What follows belongs to an exercise in optimizing a design on an open flow for small area and a short achievable clock period; a production flow would make more cautious choices.
The RTL was checked by simulation tests, not by an equivalence proof against the original design.
Power figures rest on the tool's default switching activity, not on a simulated workload.

==> run.sh <==
#!/bin/bash
# synth_recipe.tcl (not shown) runs the flow's synth.tcl, then flattens the netlist and writes it again
# the make line also repeats each setting of config.mk as NAME=value (left out here)
make -C /OpenROAD-flow-scripts/flow DESIGN_CONFIG=/design/flow/config.mk WORK_HOME=/design/flow/orfs CLKGATE_MAP_FILE= SYNTH_SCRIPT=/design/flow/synth_recipe.tcl finish
==> config.mk <==
export PLATFORM = sky130hd
export DESIGN_NAME = core
export DESIGN_NICKNAME = core
export VERILOG_FILES = /design/flow/design.v
export SDC_FILE = /design/flow/constraint.sdc
export NUM_CORES = 4
export LEC_CHECK = 0
export CAP_MARGIN = 20
export CORE_MARGIN = 2
export CORE_UTILIZATION = 30
export PLACE_DENSITY = 0.5
export SLEW_MARGIN = 20
==> constraint.sdc <==
create_clock -name core_clock -period 22.0 [get_ports {clk}]
set_input_delay 4.4000 -clock core_clock [delete_from_list [all_inputs] [get_ports {clk}]]
set_output_delay 4.4000 -clock core_clock [all_outputs]
set_load 0.01 [all_outputs]
==> design.v <==
`timescale 1ns / 1ps
module core(
    input clk,rst_ni,
    input [31:0] instr,
    input [31:0] data_in,
    output [31:0] out_FU_me,
    output mw_o,
    output [31:0] pc_o,write_data_M
    );
    wire V,Z,C,N;
    wire mw,we,mb,md,mf;
    wire [4:0] rs1,rs2,rd;
    wire [2:0] func3;
    wire func7;
    wire [31:0] imm;
    wire [31:0] pc_plus4;
    wire pc_write;
    wire [31:0] pc_branch;
    wire pc_rs1_sel;
    wire pcSrcE;
    wire flushD,flushE,stallD,stallF; 
        wire [31:0] pc_plus4_id;
        wire [31:0] pc_id;
        reg [31:0] instr_id;
    always @(posedge clk) begin 
        if((~rst_ni)|flushD) begin
            instr_id <= 0;
        end
        else begin
        if(~stallD)
            instr_id <= instr;
        end
    end
    CU control_unit(
    .clk(clk),
    .rst_ni(rst_ni),
    .instr(instr_id),
    .V(V),.Z(Z),.C(C),.N(N),
    .pc_o(pc_o),
    .mw(mw),.we(we),.mb(mb),.md(md),.mf(mf),
    .func3(func3),
    .func7(func7),
   .imm(imm),
   .pc_plus4(pc_plus4),
   .pc_write(pc_write),
   .pc_branch(pc_branch),
   .PC_rs1_sel(pc_rs1_sel),
   .pcSrcE(pcSrcE),
   .stallD(stallD),.stallF(stallF),
   .flushD(flushD),.flushE(flushE)
    );
    Datapath datapath(
    .clk(clk),.rst_ni(rst_ni),
    .instr(instr_id),
    .mw(mw),.we(we),  
    .mb(mb),  
    .func3(func3),
    .select_2(func7), 
    .md(md), 
    .data_in(data_in), .imm_extend(imm),  
    .mf(mf),  
    .out_FU(),
    .out_FU_me_o(out_FU_me),
    .pc_write(pc_write),
    .V(V),.C(C),.Z(Z),.N(N),   
    .pc_plus4(pc_plus4),
    .pc_branch(pc_branch),
    .PC(pc_o),
    .PC_rs1_sel(pc_rs1_sel),
    .pcSrcE(pcSrcE),
    .flushD(flushD),.flushE(flushE),
    .write_data_M_o(write_data_M),
    .mw_me_o(mw_o),
    .stallD(stallD),.stallF(stallF)
    );
endmodule
`timescale 1ns / 1ps
module Datapath(
    input clk,rst_ni,
    input [31:0] instr,
    input mw,we,  
    input mb,  
    input [2:0] func3,
    input select_2, 
    input md, 
    input [31:0] data_in, imm_extend,  
    input mf,  
    input pc_write,
    input [31:0] pc_plus4,
    input [31:0] PC, 
    input [31:0] pc_branch,
    input PC_rs1_sel,
    input pcSrcE,
    output mw_me_o,
    output [31:0] out_FU,write_data_M_o,
    output [31:0] out_FU_me_o,
    output V,C,Z,N,   
    output flushD,flushE,stallD,stallF
    );
    wire [31:0] rf_data_A, rf_data_B;
    wire [31:0] rf_data_in;
    reg [31:0] rf_data_A_ex,rf_data_B_ex,imm_ex; 
    reg [4:0] RF_wr_addr_ex;
    reg mw_ex,we_ex,mb_ex,md_ex,mf_ex,pc_write_ex,PC_rs1_sel_ex;
    reg [31:0] pc_plus4_ex,PC_ex,pc_branch_ex;
    reg [2:0] func3_ex;
    reg select_2_ex;
assign write_data_M_o=write_data_M;
assign mw_me_o = mw_me;
    hazard_unit hu(
    .pcsrcE(pcSrcE),.regwriteW(we_wb),.regwriteM(we_me),
    .resultsrcE0(md_ex),
    .Rs1D(instr[19:15]),.Rs2D(instr[24:20]),.RdE(RF_wr_addr_ex),.Rs2E(RS2E),.Rs1E(RS1E),.RdM(RF_wr_addr_me),.pcplusW(),.RdW(RF_wr_addr_wb),
    .stallF(stallF),.stallD(stallD),.flushD(flushD),.flushE(flushE),
    .forwardAE(forwardAE),.forwardBE(forwardBE)
    );
wire [31:0] alu_i0_temp,alu_i1_temp;
mux_4 forwardA(.i0(rf_data_A_ex),.i1(rf_data_in),.i2(out_FU_me),.i3(),.sel(forwardAE),.o(alu_i0_temp));
mux_4 forwardB(.i0(rf_data_B_ex),.i1(rf_data_in),.i2(out_FU_me),.i3(),.sel(forwardBE),.o(alu_i1_temp));
reg [4:0] RS1E,RS2E,RS1D,RS2D,RDE,RDM,RDW;
wire [1:0] forwardAE,forwardBE;
    always @(posedge clk) begin
        if((~rst_ni)|flushE) begin
            mw_ex <= 0;
            we_ex <= 0;
            mb_ex <= 0;
            md_ex <= 0;
            mf_ex <= 0;
            pc_write_ex <= 0;
            pc_plus4_ex <= 0;
            PC_ex <= 0;
            pc_branch_ex <= 0;
            PC_rs1_sel_ex <= 0; 
            func3_ex <= 0;
            select_2_ex <= 0;
            rf_data_A_ex <= 0;
            rf_data_B_ex <= 0;
            imm_ex<=0;
            RF_wr_addr_ex<=0;
            RS1E <= 0;
            RS2E <= 0;
        end
        else begin
            mw_ex <= mw;
            we_ex <= we;
            mb_ex <= mb;
            md_ex <= md;
            mf_ex <= mf;
            pc_write_ex <= pc_write;
            pc_plus4_ex <= pc_plus4;
            PC_ex <= PC;
            pc_branch_ex <= pc_branch;
            PC_rs1_sel_ex <= PC_rs1_sel;
            func3_ex <= func3;
            select_2_ex <= select_2;
            rf_data_A_ex <= rf_data_A;
            rf_data_B_ex <= rf_data_B;
            imm_ex <= imm_extend;
            RF_wr_addr_ex<= instr[11:7];
            RS1E <= instr[19:15];
            RS2E <= instr[24:20];
        end
    end
    reg mw_me;
    reg we_me;
    reg pc_write_me;
    reg md_me;
    reg [31:0] out_FU_me;
    reg [31:0] pc_plus4_me;
    reg [4:0] RF_wr_addr_me;
    reg [31:0] imm_me;
    reg [31:0] write_data_M;
    always @(posedge clk) begin  
        if(~rst_ni) begin
            we_me <= 0;
            pc_write_me <= 0;
            md_me <= 0;
            mw_me <= 0;
        end
        else begin
            we_me <= we_ex;
            pc_write_me <= pc_write_ex;
            md_me <= md_ex;
            mw_me <= mw_ex;
        end
    end
    always @(posedge clk) begin  
        if(~rst_ni) begin
            out_FU_me <= 0;
            pc_plus4_me <= 0;
            RF_wr_addr_me <= 0;
            imm_me<=0;
            write_data_M<=0;
        end
        else begin
            out_FU_me <= out_FU;
            pc_plus4_me <= pc_plus4_ex;
            RF_wr_addr_me <= RF_wr_addr_ex;
            imm_me <= imm_ex;
            write_data_M<= alu_i1_temp;
        end
    end
    assign out_FU_me_o = out_FU_me;
    reg [31:0] out_FU_wb;
    reg [31:0] mem_read_data_wb;
    reg [31:0] pc_plus4_wb;
    reg we_wb;
    reg pc_write_wb;
    reg [4:0] RF_wr_addr_wb;
    reg md_wb;
    reg [31:0] data_in_wb;
    reg [31:0] imm_wb;
    always @(posedge clk) begin
        if(~rst_ni) begin
            we_wb <= 0;
            md_wb <= 0;
            pc_write_wb <= 0;
            out_FU_wb <= 0;
            mem_read_data_wb <= 0;
            RF_wr_addr_wb <= 0;
            pc_plus4_wb <= 0;
            data_in_wb <= 0;
            imm_wb <= 0;
        end
        else begin
            we_wb <= we_me;
            md_wb <= md_me;
            pc_write_wb <= pc_write_me;
            out_FU_wb <= out_FU_me;
            RF_wr_addr_wb <= RF_wr_addr_me;
            pc_plus4_wb <= pc_plus4_me;
            data_in_wb <= data_in;
            imm_wb <= imm_ex;
        end
    end
    RF#(.DEPTH(32),.WIDTH(32)) RF(
    .clk(clk),
    .rst_ni(rst_ni),
    .rd_addr0(instr[19:15]),
    .wr_addr0(RF_wr_addr_wb),
    .rd_addr1(instr[24:20]),
    .wr_din0(rf_data_in),
    .rd_out0(rf_data_A),
    .rd_out1(rf_data_B),
    .we(we_wb)
    );
    wire [31:0] B_fu;
    wire [31:0] A_fu;
    mux_2 mux_PC_rd1(.i0(alu_i0_temp),.i1(PC_ex),.sel(PC_rs1_sel_ex),.o(A_fu));
    mux_2 mux_MB(.i0(alu_i1_temp),.i1(imm_ex),.sel(mb_ex),.o(B_fu));
    FU FU(
    .A(A_fu),
    .B(B_fu),
    .select(func3_ex),
    .select_2(select_2_ex),
    .select_ALU_Shifter(mf_ex),
    .out_FU(out_FU),
    .V(V),.C(C),.N(N),.Z(Z)
    );
    mux_4 mux_MD(.i0(out_FU_wb),.i1(data_in_wb),.i2(pc_plus4_wb),.i3( imm_wb),.sel({pc_write_wb,md_wb}),.o(rf_data_in));
endmodule
`timescale 1ns / 1ps
module CU( input clk,
    input rst_ni,
    input [31:0] instr,
    input V,Z,C,N,
    input flushD,flushE,stallD,stallF,
    output [31:0] pc_o,
    output pc_write,
    output mw,we,mb,md,mf,
    output [2:0] func3,
    output func7,
    output [31:0] imm,
    output [31:0] pc_plus4,
    output [31:0] pc_branch,
    output PC_rs1_sel,
    output pcSrcE
    );
    wire [31:0] pc;
    wire [2:0] select;
    wire jb,bc;
    wire rf_select;
    wire select2;
    reg [31:0] imm_ex;
    reg jb_ex,bc_ex;
    reg [2:0] branch_sel_ex;
    always @(posedge clk) begin
        if((~rst_ni)|flushE) begin
            imm_ex <= 0;
            jb_ex <= 0;
            bc_ex <= 0;
            branch_sel_ex <= 0;    
        end
        else begin
            imm_ex <= imm;
            jb_ex <= jb;
            bc_ex <= bc;
            branch_sel_ex <= instr[14:12];
        end
    end
    assign func3 = select;
    assign func7 = select2;
    assign pc_o = pc;
    PC program_count(.clk(clk),
    .rst_ni(rst_ni),
    .pc(pc),
    .imm(imm_ex),
    .select(branch_sel_ex),
    .V(V),
    .Z(Z),
    .C(C),
    .N(N),
    .jb(jb_ex),.bc(bc_ex),.rf_select(rf_select),
    .pcSrcE(pcSrcE),
    .pc_o(pc),
    .pc_plus4(pc_plus4),
    .pc_branch(pc_branch),
    .flushD(flushD),.flushE(flushE),.stallD(stallD),.stallF(stallF));
    ID instr_decode(.rst_ni(rst_ni),
    .instr(instr),
    .mw(mw),.we(we),.mb(mb),.md(md),.mf(mf),.bc(bc),.jb(jb),.rf_select(rf_select),
    .select(select),
    .select2(select2),
    .imm(imm),
    .pc_write(pc_write),
    .PC_rs1_sel(PC_rs1_sel));
endmodule
`timescale 1ns / 1ps
module PC(
    input clk, rst_ni,
    input [31:0] pc, imm, register_value_ex,
    input [2:0] select,
    input V,Z,C,N,jb,bc,rf_select,
    output reg [31:0] pc_o,
    output [31:0] pc_plus4,
    output [31:0] pc_branch,
    output pcSrcE,
    input flushD,flushE,stallD,stallF
    );
    wire [31:0] pc_4,pc_b;
    wire pcsel;
    wire [31:0] to_branchadder;
    reg [31:0] pc_id;
    reg [31:0] pc_ex;
    reg rf_select_ex;
    assign pcSrcE = pcsel;
    assign pc_plus4 = pc_4;
    assign pc_branch = pc_b;
    Brach_Controller branch_c(.select(select),.V(V),.Z(Z),.C(C),.N(N),.jb(jb),.bc(bc),.pcsel(pcsel));
    always @(posedge clk) begin  
        if((~rst_ni)|flushD) begin
            pc_id <=0;
        end
        else begin
        if(~stallD)
            pc_id <= pc;
        end
    end
    always @(posedge clk) begin  
        if((~rst_ni)|flushE) begin
            pc_ex <=0;
            rf_select_ex <= 0;
        end
        else begin
            pc_ex <= pc_id;
            rf_select_ex <= rf_select;
        end
    end
    mux_2 branch_input_select(.i0(pc_ex),.i1(register_value_ex),.sel(1'b0),.o(to_branchadder));
    CLA_32 add4(.A(pc),.B(1),.cin(1'b0),.cout(),.sum(pc_4),.V());
    CLA_32 branchadder(.A(to_branchadder),.B({imm>>2}),.cin(1'b0),.cout(),.sum(pc_b),.V());
    always @(posedge clk) begin
        if(~rst_ni) begin
            pc_o <= 0;
        end
        else begin
        if(~stallF)
            pc_o <= pcsel ? pc_b : pc_4;
        end
    end
endmodule
`timescale 1ns / 1ps
module ID(
    input [31:0] instr,
    input rst_ni,
    output reg rf_select,
    output reg [31:0] imm,
    output reg mw,we,mb,md,mf,bc,jb,pc_write,
    output reg [2:0] select,
    output reg select2,
    output reg PC_rs1_sel
    );
    wire [6:0] opcode;
    wire [2:0] func3;
    wire func7;
    assign opcode = instr[6:0];
    assign func3 = instr[14:12];
    assign func7 = instr[30];
    always @(*) begin
        bc <= 0; jb <= 0; select <= 0; select2 <= 0;
        mw <= 0; md <= 0; mf <= 0; mb <= 0; we <= 0;
        imm <= 0; pc_write <= 0; PC_rs1_sel <= 0; rf_select <= 0;
        if(~rst_ni) begin
            bc <= 0;
            jb <= 0;
            select <= func3;
            select2 <= func7;
            mw <= 0;
            md <= 0;
            mf <= (~func3[1])&(func3[0]);
            mb <= 0;
            we <= 1;
            pc_write<=0;
            PC_rs1_sel<=0;
            rf_select <= 0;
        end
        else begin
        case(opcode) 
        7'b0110111: begin   
            bc <= 0;
            jb <= 0;
            select <= 0;
            select2 <= 0;
            mw <= 0;
            md <= 1;
            mf <= 0;
            mb <= 1;
            we <= 1;
            imm <= instr[31:12]<<12;
            pc_write<=1;
            PC_rs1_sel<=1;
            rf_select <= 0;
        end
        7'b0010111: begin   
            bc <= 0;
            jb <= 0;
            select <= 0;
            select2 <=0;
            mw <= 0;
            we <= 1;
            mb <= 1;
            imm <= instr[31:12]<<12;
            pc_write <= 0;
            md <= 0;
            PC_rs1_sel<=1;
            rf_select <= 0;
        end
        7'b1101111: begin   
            bc <= 0;
            jb <= 1;
            select <= 0;
            select2 <= 0;
            mw <=0;
            we <=1;
            mb <=0;
            imm <= {{13{instr[31]}},instr[31],instr[19:12],instr[20],instr[30:21],1'b0};
            pc_write <= 1;
            md <= 0;
            rf_select <= 0;
        end
        7'b1100111: begin   
            bc <= 0;
            jb <= 1;
            select <= 0;
            select2 <= 0;
            mw <=0;
            we <=1;
            mb <=0;
            imm <= instr[31:20];
            pc_write <= 1;
            md <= 0;
            rf_select <= 1;
        end
        7'b1100011: begin   
            bc <= 1;
            jb <= 0;
            select <=0;
            select2 <=1;
            mw <= 0;
            we <= 0;
            mb <= 0;
            imm <= {instr[31],instr[7],instr[30:25],instr[11:8],1'b0};
            pc_write<=0;
            PC_rs1_sel<=0;
            rf_select <= 0;
        end
        7'b0000011: begin   
            bc <= 0;
            jb <= 0;
            mw <= 0;
            mb <= 1;
            mf <= 0;
            we <= 1;
            md <= 1;
            select <= 0;
            select2 <= 0;
            pc_write <= 0;
            PC_rs1_sel<=0;
            imm <= instr[31:20];
        end
        7'b0100011: begin   
            bc <= 0;
            jb <= 0;
            mw <= 1;
            we <= 0;
            mb <= 1;
            mf <= 0;
            select <= 0;
            select2 <= 0;
            md <= 0;
            pc_write <= 0;
            PC_rs1_sel<=0;
            imm <= {instr[31:25],instr[11:7]};
        end
        7'b0010011: begin   
            bc <= 0;
            jb <= 0;
            select <= func3;
            select2 <= func7;
            mw <= 0;
            md <= 0;
            mf <= (~func3[1])&(func3[0]);
            mb <= 1;
            we <= 1;
            imm <= instr[31:20];
            pc_write<=0;
            PC_rs1_sel<=0;
        end
        7'b0110011: begin   
            bc <= 0;
            jb <= 0;
            select <= func3;
            select2 <= func7;
            mw <= 0;
            md <= 0;
            mf <= (~func3[1])&(func3[0]);
            mb <= 0;
            we <= 1;
            pc_write<=0;
            PC_rs1_sel<=0;
        end
        endcase
        end
    end
endmodule
`timescale 1ns / 1ps
module Brach_Controller(
    input [2:0] select,
    input V,Z,N,C,
    input jb,bc,  
    output pcsel
    );
    reg pcsel_temp;
    assign pcsel = (jb | (bc&pcsel_temp));
    always @(*)begin
        case(select) 
            default : begin
                pcsel_temp <= 1'b0;
            end
            3'b000 : begin
                pcsel_temp <= Z;          
            end
            3'b001 : begin
                pcsel_temp <= (~Z);  
            end
            3'b100 : begin
                pcsel_temp <= N^V;  
            end
            3'b101 : begin
                pcsel_temp <= ~(N^V);  
            end
            3'b110 : begin
                pcsel_temp <= ~C;  
            end
            3'b111 : begin
                pcsel_temp <= C;
            end
        endcase
    end
endmodule
`timescale 1ns / 1ps
module hazard_unit(
    input pcsrcE,regwriteW,regwriteM,
    input resultsrcE0,
    input [4:0] Rs1D,Rs2D,RdE,Rs2E,Rs1E,RdM,pcplusW,RdW,
    output wire stallF,stallD,flushD,flushE,
    output reg [1:0] forwardAE,forwardBE
    );
    always @(*) begin 
        if((Rs1E == RdM) & (regwriteM) & (Rs1E != 0)) begin
            forwardAE <= 2'b10;
        end
        else if((Rs1E == RdW) & (regwriteW) & (Rs1E != 0))begin
            forwardAE <= 2'b01;
        end
        else begin
            forwardAE<=0;
        end
        if ((Rs2E == RdM) & (regwriteM) & (Rs2E != 0)) begin
            forwardBE <= 2'b10;  
        end
        else if ((Rs2E == RdW) & (regwriteW) & (Rs2E != 0)) begin
            forwardBE <= 2'b01;  
        end
        else begin
            forwardBE <=0;
        end
    end
    wire lwst;
    assign lwst =  ((RdE == Rs1D) | (RdE == Rs2D)) & (resultsrcE0 == 1);
    assign stallF = lwst;
	assign stallD = lwst;
	assign flushE = 0; 
	assign flushD = 0; 
endmodule
`timescale 1ns / 1ps
module RF#(parameter DEPTH=32,WIDTH=32,initFile="")(
    input clk,rst_ni,
    input [$clog2(WIDTH)-1:0] rd_addr0,wr_addr0,rd_addr1,
    input [WIDTH-1:0]wr_din0,
    output [WIDTH-1:0] rd_out0,rd_out1,
    input we
    );
    reg [WIDTH-1:0] mem [DEPTH-1:0];
assign rd_out0 = mem[rd_addr0];
assign rd_out1 = mem[rd_addr1];
    integer i;
    always @(posedge clk or negedge rst_ni) begin
        if(~rst_ni) begin
            for (i=0;i<=DEPTH;i=i+1) begin
                mem[i]<=0;
            end
        end
        else begin
            if((we==1) & (|wr_addr0)!=0) begin
                mem[wr_addr0] <= wr_din0; 
            end
        end
    end
endmodule
`timescale 1ns / 1ps
module FU(
    input [31:0] A,B,
    input [2:0] select,
    input select_2,
    input select_ALU_Shifter,
    output  [31:0] out_FU,
    output V,C,N,Z
    );
    wire [31:0] result_ALU,result_Shifter;
    ALU ALU(
    .A(A),
    .B(B),
    .select(select),
    .func_7(select_2),
    .result_ALU(result_ALU),
    .V(V),.C(C),.Z(Z),.S(N)
    );
    Shifter Shifter(
    .A(A),
    .B(B),
    .select(select),
    .select_2(select_2),
    .shifter_Res(result_Shifter)
    );
    assign out_FU = select_ALU_Shifter ? result_Shifter:result_ALU;
endmodule
`timescale 1ns / 1ps
module ALU(
    input [31:0] A,
    input [31:0] B,
    input [2:0] select,
    input func_7,
    output reg [31:0] result_ALU,
    output V,C,Z,S
    );
    wire [31:0] add_sub_res;
    wire co;
    add_sub as(.A(A),.B(B),.add_sub_sel(func_7),.add_res(add_sub_res),.V(V),.Z(Z),.C(co),.S(S));
    assign C = co;
    always @ * begin
        case (select) 
            default: begin
                result_ALU <= 0;
            end
            'b000: begin
                result_ALU <= add_sub_res;
            end
            'b100: begin
                result_ALU <= A ^ B;
            end
            'b110: begin
                result_ALU <= A | B;
            end
            'b111: begin
                result_ALU <= A & B;
            end
            'b010: begin
                if(A[31]!=B[31]) result_ALU <= A[31]; 
                else result_ALU <= {S};
            end
            'b011: begin
                if(A[31]!=B[31]) result_ALU <= ~A[31];
                else result_ALU <= {~co};
            end
        endcase 
    end
endmodule
`timescale 1ns / 1ps
module add_sub(
    input [31:0] A,B,
    input add_sub_sel, 
    output [31:0] add_res,
    output V,C,Z,S
    );
    wire [31:0] cla_res;
    CLA_32   cla_32(.A(A),.B(B),
              .cin(add_sub_sel),
              .cout(cout),
              .sum(cla_res),
              .V(V));
    assign add_res = cla_res;
    assign Z = ~(|cla_res);
    assign S = cla_res[31];
    assign C = cout;
    endmodule
module CLA_32(input [31:0] A,B,
              input cin,
              output cout,
              output [31:0] sum,
              output V);
    wire [31:0] B_one_comp;
    assign B_one_comp = B^{32{cin}};
    assign cout = carry_vector[6];
    wire [7:0] carry_vector;
    CLA_4 add0(.x(A[3:0]  ),.y(B_one_comp[3:0]  ),.c0(cin),.sum(sum[3:0]),.V(),.cout(carry_vector[0]));
    CLA_4 add1(.x(A[7:4]  ),.y(B_one_comp[7:4]  ),.c0(carry_vector[0]),.sum(sum[7:4]),.V(),.cout(carry_vector[1]));
    CLA_4 add2(.x(A[11:8] ),.y(B_one_comp[11:8] ),.c0(carry_vector[1]),.sum(sum[11:8]),.V(),.cout(carry_vector[2]));
    CLA_4 add3(.x(A[15:12]),.y(B_one_comp[15:12]),.c0(carry_vector[2]),.sum(sum[15:12]),.V(),.cout(carry_vector[3]));
    CLA_4 add4(.x(A[19:16]),.y(B_one_comp[19:16]),.c0(carry_vector[3]),.sum(sum[19:16]),.V(),.cout(carry_vector[4]));
    CLA_4 add5(.x(A[23:20]),.y(B_one_comp[23:20]),.c0(carry_vector[4]),.sum(sum[23:20]),.V(),.cout(carry_vector[5]));
    CLA_4 add6(.x(A[27:24]),.y(B_one_comp[27:24]),.c0(carry_vector[5]),.sum(sum[27:24]),.V(),.cout(carry_vector[6]));
    CLA_4 add7(.x(A[31:28]),.y(B_one_comp[31:28]),.c0(carry_vector[6]),.sum(sum[31:28]),.V(V),.cout(carry_vector[7]));
endmodule
module CLA_4(input [3:0] x,y,
        input c0,
        output cout,
        output [3:0] sum,
        output V);
        wire [4:0] c_values;
        assign V = c_values[4] ^ c_values[3];  
        assign c_values[0] = c0;
        assign cout = c_values[4];
        genvar i;
        generate
            for (i=0;i<4;i=i+1)begin
                assign c_values[i+1] = (x[i]&y[i])|((x[i]^y[i])&c_values[i]);
                assign sum[i]=x[i]^y[i]^c_values[i];
            end
        endgenerate
endmodule
module HA(input x,y,
          output cout,s);
    assign s = x^y;
    assign c = x&y;
endmodule
module FA(input x,y,ci,
          output cout,s);
    wire c1;
    wire c2;
    wire s1;
    HA ha1(.x(x),.y(y),.cout(c1),.s(s1));
    HA ha2(.x(s1),.y(ci),.cout(c2),.s(s));
    assign cout = c1|c2;
endmodule
`timescale 1ns / 1ps
module Shifter(
    input [31:0] A,
    input [31:0] B,
    input [2:0] select,
    input select_2,
    output reg [31:0] shifter_Res
    ); 
    always @ * begin
        case(select[2])
            'b0: begin
               shifter_Res <= A << B; 
            end
            'b1: begin
                if(select_2) begin
                    shifter_Res <= $signed(A)>>>B;
                end
                else begin
                    shifter_Res <= A>>B;
                end
            end
        endcase
    end    
endmodule
`timescale 1ns / 1ps
module mux_2(
    input [31:0] i0,i1,
    input sel,
    output [31:0] o
    );
    assign o = sel ? i1:i0;
endmodule
`timescale 1ns / 1ps
module mux_4(
    input [31:0] i0,i1,i2,i3,
    input [1:0] sel,
    output [31:0] o
    );
    assign o = sel[1] ? (sel[0] ? i3:i2):(sel[0] ? i1:i0);
endmodule
==> summary.md <==
| Metric | Value |
|---|---|
| Clock Tree Buf Depth | `3` |
| Status | `finished clean` |
| Cell depth of the worst flop-to-flop path | `51` |
| Post-Place Cell Area | `0.08194 sq mm` |
| Layout cells sized above 1 | `9.839%` |
| Post_cts resized | `0` |
| Top_reg_cell synth | `dfrtp_1` |
| Slowest cell on crit path | `a31oi_4` |
| Row count | `184` |
| Area of the mapped netlist | `0.07614 sq mm` |
| Final Instance Area | `0.08809 sq mm` |
| Cell-internal power | `4.829 mW` |
| CTS tree | `built` |
| Worst path max stage delay | `0.78 ns` |
| First-pass detailed-route iteration total | `8` |
| Non-Filler Instances | `11730` |
| Max reg flops | `1024` |
| Clock insertion delay at the later pin of the skew report | `0.86 ns` |
| Setup bufs post-CTS | `0` |
| Vias in the first global route | `69460` |
| Cell mode on critical path | `fa_1` |
| Worst Hold Depth | `0` |
| Unique masters post-synth | `94` |
| Critical Path Sink Type | `register` |
| Crit-path max FO | `34` |
| DIE HEIGHT | `507.8 microns` |
| Clock Skew | `0.07083 ns` |
| TritonCTS Buffers | `176` |
| RSZ-0062 raised after global routing | `false` |
| First-pass GRT wire length | `602.8 mm` |
| CTS Hold Buffers Added | `0` |
| Final HPWL DP | `288.9 mm` |
| Sequential area share after synthesis | `48.38%` |
| GRT Util Overall | `33.60%` |
| R2R setup slack | `2.07 ns` |
| Worst Path Class, Setup | `reg -> reg` |
| I/O Pins | `163` |
| Cells after Synth | `8364` |
| Fillers | `25710` |
| P_sw | `1.818 mW` |
| Worst R2R Start | `datapath.RS1E[1]` |
| Max Cap Violations | `0` |
| Worst path arrival time | `20.60 ns` |
| Core area | `0.2519 sq mm` |
| Clk root buf | `clkbuf_16` |
| Iteration-0 DRC Markers | `11180` |
| Placed cells | `11360` |
| Post-layout min period | `19.93 ns` |
| DRC violations left | `0` |
| Crit start category | `register` |
| Worst vdd ir | `0.00008447 V` |
| Vias per cell | `6.309` |
| Final #Nets | `8415` |
| Largest net degree at the start of global routing | `219` |
| Clk pin slew, worst setup/hold paths | `0.06 ns` |
| Final hold vios | `0` |
| Setup-failing EPs final | `0` |
| I/O Buffers | `162` |
| DR WL/cell | `38.12 microns` |
| CTS sink cnt | `1584` |
| Comb pwr share | `8.7%` |
| Total gr overflow | `0` |
| DRT antenna net count | `0` |
| Routed vias | `73990` |
| LEAKAGE | `35.43 nW` |
| Hold slack | `0.3906 ns` |
| Pre-CTS WS | `2.161 ns` |
| Synth warnings | `76` |
| Layout area overhead | `15.70%` |
| Hold EP | `datapath.RF.mem[0][13]` |
| Seq pwr share | `44.5%` |
| Switch share | `27.35%` |
| RR Endpoint | `control_unit.program_count.pc_o[13]` |
| Initial Utilization | `30.23%` |
| Total die area | `0.2579 sq mm` |
| Slew Viols, Final | `0` |
| Initial antenna violation count | `51` |
| Synthesized Nets | `8587` |
| Post-synthesis async set-or-reset flop share | `64.65%` |
| Htree depth | `4` |
| Worst slew margin | `12.95%` |
| Seq cells post-synth | `1584` |
| Reg with most FFs | `datapath.RF.mem` |
| Die width | `507.8 microns` |
| Hold_sp | `datapath.RF.mem[0][13]` |
| FMAX | `0.05018 GHz` |
| Hold crit path type | `reg -> reg` |
| Total wire length | `447.0 mm` |
| Avg Cell Area, Syn | `9.104 sq um` |
| GPL Wtd Cong | `1.008` |
| Pwr Total | `6.647 mW` |
| Fin crit share | `90.58%` |
| Worst slew pin tran | `1.297 ns` |
| Required @ worst endpoint | `22.68 ns` |
| Layout Utilization | `34.98%` |
| Setup TNS | `0 ns` |
| Pwr Density | `75.45 mW/mm^2` |
| Fin worst setup slack | `2.073 ns` |
| Clk pwr share | `46.8%` |
| Post-synth EDFFs | `0` |
-- critical path, delay by kind of cell (launching register included) --
kind            cells  cell delay (ns)
flops               1             0.33
simple gates        4             1.61
mux                 1             0.22
buf+inv             6             1.59
compound gates      9             2.49
fa+ha+maj          31            13.54
-- metal layers --
metal  routed length, microns  track usage [%]  vias to the layer above
met5                      263          0.09259                        -
met4                    35590            22.05                       34
met3                    53060            10.66                     1760
met2                   187000            49.03                     5474
met1                   171100            42.53                    36600
li1                         -                -                    30120
-- worst max-delay path by stage --
stage | end | slack, ns | from | cells past startpoint
4_1_cts | control_unit.program_count.pc_o[13] | 2.15 | datapath.RS1E[1] | 51
5_1_grt | control_unit.program_count.pc_o[13] | 1.37 | datapath.RS1E[1] | 51
3_5_place_dp | control_unit.program_count.pc_o[13] | 2.16 | datapath.RS1E[1] | 51
6_report | control_unit.program_count.pc_o[13] | 2.07 | datapath.RS1E[1] | 51
2_1_floorplan | control_unit.program_count.pc_o[10] | 3.74 | datapath.md_wb | 53
3_3_place_gp | control_unit.program_count.pc_o[11] | 2.16 | datapath.RS1E[1] | 51
-- power groups by stage --
stage,sequential (mW),combinational [mW],clock (mW)
after floorplan,2.99,0.241,0
after global placement,3.01,0.557,0
after detailed placement,3.01,0.552,0
after CTS,2.96,0.554,3.13
after global routing,2.96,0.588,3.25
final,2.96,0.579,3.11
-- placed cells by master, fill, tap and decap left out, types with 32 or more instances in the layout --
| cell type | n |
|---|---|
| a211oi_1 | 44 |
| a21oi_1 | 285 |
| a221oi_1 | 305 |
| a22o_1 | 295 |
| a22oi_1 | 391 |
| and2_1 | 312 |
| buf_4 | 278 |
| clkbuf_1 | 37 |
| clkbuf_16 | 180 |
| clkbuf_8 | 40 |
| clkdlybuf4s50_1 | 161 |
| clkinv_2 | 41 |
| dfrtp_1 | 1024 |
| dfxtp_1 | 554 |
| diode_2 | 35 |
| fa_1 | 61 |
| ha_1 | 96 |
| inv_1 | 79 |
| mux2_2 | 42 |
| mux2i_1 | 118 |
| nand2_1 | 1281 |
| nand2b_1 | 38 |
| nand3_1 | 195 |
| nand4_1 | 147 |
| nor2_1 | 225 |
| nor2_4 | 64 |
| nor3_1 | 136 |
| nor4_1 | 32 |
| o211ai_1 | 50 |
| o21ai_0 | 1226 |
| o41ai_1 | 32 |
| or3_1 | 44 |
| xnor2_1 | 57 |
-- layout make-up --
type | instances | area (sq um) | share of cell area [%]
Multi-Input combinational cell | 5899 | 36800 | 41.78
Inverter | 86 | 325.3 | 0.3693
Clock inverter | 73 | 838.3 | 0.9516
Sequential cell | 1584 | 36850 | 41.83
Clock buffer | 257 | 5194 | 5.896
Tap cell | 3348 | 4189 | 4.755
Timing Repair Buffer | 445 | 3811 | 4.326
Antenna cell | 35 | 87.58 | 0.09942
-- kinds of logic (layout without fill, tap and decap cells) --
| logic type | count (synthesis) | count (layout) | share of synthesized area (%) |
|---|---|---|---|
| simple gates | 2583 | 2583 | 15.51 |
| mux | 169 | 169 | 2.439 |
| buf+inv | 881 | 861 | 4.516 |
| xor+xnor | 64 | 64 | 0.7362 |
| fa+ha+maj | 157 | 157 | 3.181 |
| flops | 1584 | 1584 | 48.38 |
| other cells | 0 | 35 | 0 |
| compound gates | 2926 | 2926 | 25.24 |
-- cells in the mapped netlist, drive strengths merged, types with 207 or more instances --
library cell,instances,share of area (%)
clkbuf,684,3.4
and2,315,2.6
dfxtp,560,15
nor2,292,1.4
o21ai,1230,8.1
nand3,207,1.4
nand2,1301,6.4
a221oi,305,3.5
a22o,295,3.4
dfrtp,1024,34
a22oi,391,3.9
a21oi,285,1.9

[static timing again, ports no longer ideal]
Ports are ideal in the flow. The routed layout listed here was re-timed in OpenROAD.
Step 1 assumes that a clkbuf_16 drives the clock port and a buf_2 every other input.
Step 2 times the ports against the registers' clock, not the clock port: input delays grow and output delays shrink by t, the midpoint of the rising clock arrivals with the driver on.
Slacks: ideal / step 1 / step 2; pairs: ideal / step 1.
t, ns: 0.922
setup WS [ns]: 2.073 / 2.073 / 2.073
worst setup path after step 2: register to register
After both steps setup and hold are still met in this run. For this run, drivers alone change the setup slack by 0.000 ns; drivers and shift together by 0.000 ns.
